Context: an optimization exercise on an open-source flow, tuned for small area, a short achievable clock period and few clock cycles per item. The choices shown serve that exercise and are no tape-out recipe. In this exercise RTL edits were held to simulation tests only and were not proved equivalent to the original.

==> module atan, before the edit <==
module atan
(
    input                       clk         ,
    input                       rst_n       ,
    input                       trig        ,
    output                      vld         ,
    input       signed  [16:0]  para_in     ,
    output      signed  [11:0]  atany
);
reg         busy;
reg         vld_r;
reg  [8:1]  clr;     
reg  [18:0] x;
reg  [19:2] z;
reg  [11:0] acc;     
wire [8:0]  ct  = {clr, 1'b1};
wire [8:0]  h   = ct & ~{1'b0, ct[8:1]};      
always @(posedge clk or negedge rst_n)
    if (!rst_n) begin
        busy  <= 1'b0;
        vld_r <= 1'b0;
    end else begin
        busy  <= trig | (busy & ~clr[8]);
        vld_r <= busy & clr[8];
    end
assign vld = vld_r;
wire        s   = para_in[16];
wire [18:0] p4  = {para_in, 2'b00};
wire [18:0] y0  = s ? p4 + 19'd1024 : p4 - 19'd1024;
wire [18:0] x0  = s ? 19'd1024 - p4 : 19'd1024 + p4;
wire        d   = ~z[19];
wire [19:0] zf  = {z, 2'b00};
wire [18:0] xm  = {x[18:1] & {10'h3FF, ~clr}, 1'b0};
wire [19:0] zn  = {zf[18:0], 1'b0} + ({1'b0, xm} ^ {20{d}}) + d;
wire [34:0] ze  = {{15{zf[19]}}, zf};
reg  [18:0] ty;
integer i, j;
always @(*) begin
    ty = 19'd0;
    for (i = 0; i < 8; i = i + 1)
        for (j = 0; j < 19; j = j + 1)
            ty[j] = ty[j] | (h[i] & ze[j + 2*i + 1]);
end
wire [18:0] xn  = x + (ty ^ {19{~d}}) + !d;
wire [11:0] k2  = ({12{h[0]}} & 12'd950) | ({12{h[1]}} & 12'd502) | ({12{h[2]}} & 12'd254)
                | {4'd0, h[3], h[4], h[5], h[6], h[7], h[8], 2'd0};
wire [11:0] accn = acc + (k2 & {12{d}});
always @(posedge clk) begin
    clr <= trig ? 8'd0 : {clr[7:1], 1'b1};
    x   <= trig ? x0 : xn;
    z   <= trig ? {y0[18], y0[18:2]} : zn[19:2];
    acc <= trig ? (s ? 12'd2312 : 12'd3920) : accn;
end
wire        d9 = ~z[19];
wire [11:0] a1 = acc + 12'd2;
assign atany = d9 ? a1 : acc;
endmodule
==> flow/config.mk <==
export PLATFORM = sky130hd
export DESIGN_NAME = atan
export DESIGN_NICKNAME = atan
export VERILOG_FILES = /design/flow/design.v
export SDC_FILE = /design/flow/constraint.sdc
export NUM_CORES = 4
export LEC_CHECK = 0
export ABC_AREA = 1
export CAP_MARGIN = 20
export CORE_MARGIN = 2
export CORE_UTILIZATION = 40
export SETUP_SLACK_MARGIN = 3
export SLEW_MARGIN = 20
==> flow/constraint.sdc <==
create_clock -name core_clock -period 6.0 [get_ports {clk}]
set_input_delay 1.2000 -clock core_clock [delete_from_list [all_inputs] [get_ports {clk}]]
set_output_delay 1.2000 -clock core_clock [all_outputs]
set_load 0.01 [all_outputs]
run.sh (not shown) runs the stock make flow with config.mk's settings and CLKGATE_MAP_FILE= SYNTH_SCRIPT=/design/flow/synth_recipe.tcl, a recipe that flattens the netlist after the stock synthesis.
Testbench counts at the start, summed over its fixed seeds: cycles 24,008, items 2,400.
Edit:
--- a/flow/design.v
+++ b/flow/design.v
@@ -13,5 +13,5 @@
 reg  [18:0] x;
 reg  [19:2] z;
-reg  [11:0] acc;     
+reg  [11:1] acc;     
 wire [8:0]  ct  = {clr, 1'b1};
 wire [8:0]  h   = ct & ~{1'b0, ct[8:1]};      
@@ -33,5 +33,6 @@
 wire [18:0] xm  = {x[18:1] & {10'h3FF, ~clr}, 1'b0};
 wire [19:0] zn  = {zf[18:0], 1'b0} + ({1'b0, xm} ^ {20{d}}) + d;
-wire [34:0] ze  = {{15{zf[19]}}, zf};
+wire [18:0] za  = zf[18:0] ^ {19{zf[19]}};
+wire [33:0] ze  = {15'd0, za};
 reg  [18:0] ty;
 integer i, j;
@@ -42,16 +43,16 @@
             ty[j] = ty[j] | (h[i] & ze[j + 2*i + 1]);
 end
-wire [18:0] xn  = x + (ty ^ {19{~d}}) + !d;
+wire [18:0] xn  = x + ty + !d;
 wire [11:0] k2  = ({12{h[0]}} & 12'd950) | ({12{h[1]}} & 12'd502) | ({12{h[2]}} & 12'd254)
                 | {4'd0, h[3], h[4], h[5], h[6], h[7], h[8], 2'd0};
-wire [11:0] accn = acc + (k2 & {12{d}});
+wire [11:1] accn = acc + (k2[11:1] & {11{d}});
 always @(posedge clk) begin
     clr <= trig ? 8'd0 : {clr[7:1], 1'b1};
     x   <= trig ? x0 : xn;
     z   <= trig ? {y0[18], y0[18:2]} : zn[19:2];
-    acc <= trig ? (s ? 12'd2312 : 12'd3920) : accn;
+    acc <= trig ? (s ? 11'd1156 : 11'd1960) : accn;
 end
 wire        d9 = ~z[19];
-wire [11:0] a1 = acc + 12'd2;
-assign atany = d9 ? a1 : acc;
+wire [11:1] a1 = acc + 11'd1;
+assign atany = {d9 ? a1 : acc, 1'b0};
 endmodule
What happened:
- The new run finished clean
- worst hold slack is worse by 0.013 ns
- clock skew barely changes
- routed wire length is lower by 5.5%
- die area is higher by 2.0%
- register-to-register slack is better by 0.12 ns
- critical path depth is lower by 8
- area after synthesis is higher by 2.1%
- utilization is lower by 3.8 points
- fmax is higher by 2.6%
- sequential cell count stays the same
- sequential share of layout area is higher by 0.90 points
- clock-buffer cell count is lower by 4
- global-route usage is lower by 0.73 points
- via count is about the same
Testbench counts after the change, summed over its fixed seeds: cycles 24,008, items 2,400.

[port drivers added, routing unchanged]
The results above use ideal ports. As a check the final layouts listed here were re-extracted and re-timed, cells and wires unchanged. Step 1 assumes that a clkbuf_16 drives the clock port and a buf_2 every other input. Step 2, shift: input delay + t, output delay - t, t = (earliest + latest rising clock arrival at the registers) / 2. This alone moves slack from input paths to output paths. Slacks: no drivers / after step 1 / after step 2; pairs: no drivers / after step 1.
| run | t, ns | setup slack, ns | worst setup path after step 2 | worst slew at a driven data input, ns |
|---|---|---|---|---|
| the first run | 0.385 | 2.987 / 2.965 / 2.751 | input to register | 0.03 |
| the second run | 0.383 | 3.062 / 3.042 / 2.697 | input to register | 0.03 |
After both steps every run listed still meets setup and hold. For the second run, which loses most, drivers alone change the setup slack by -0.020 ns; drivers and shift together by -0.365 ns.
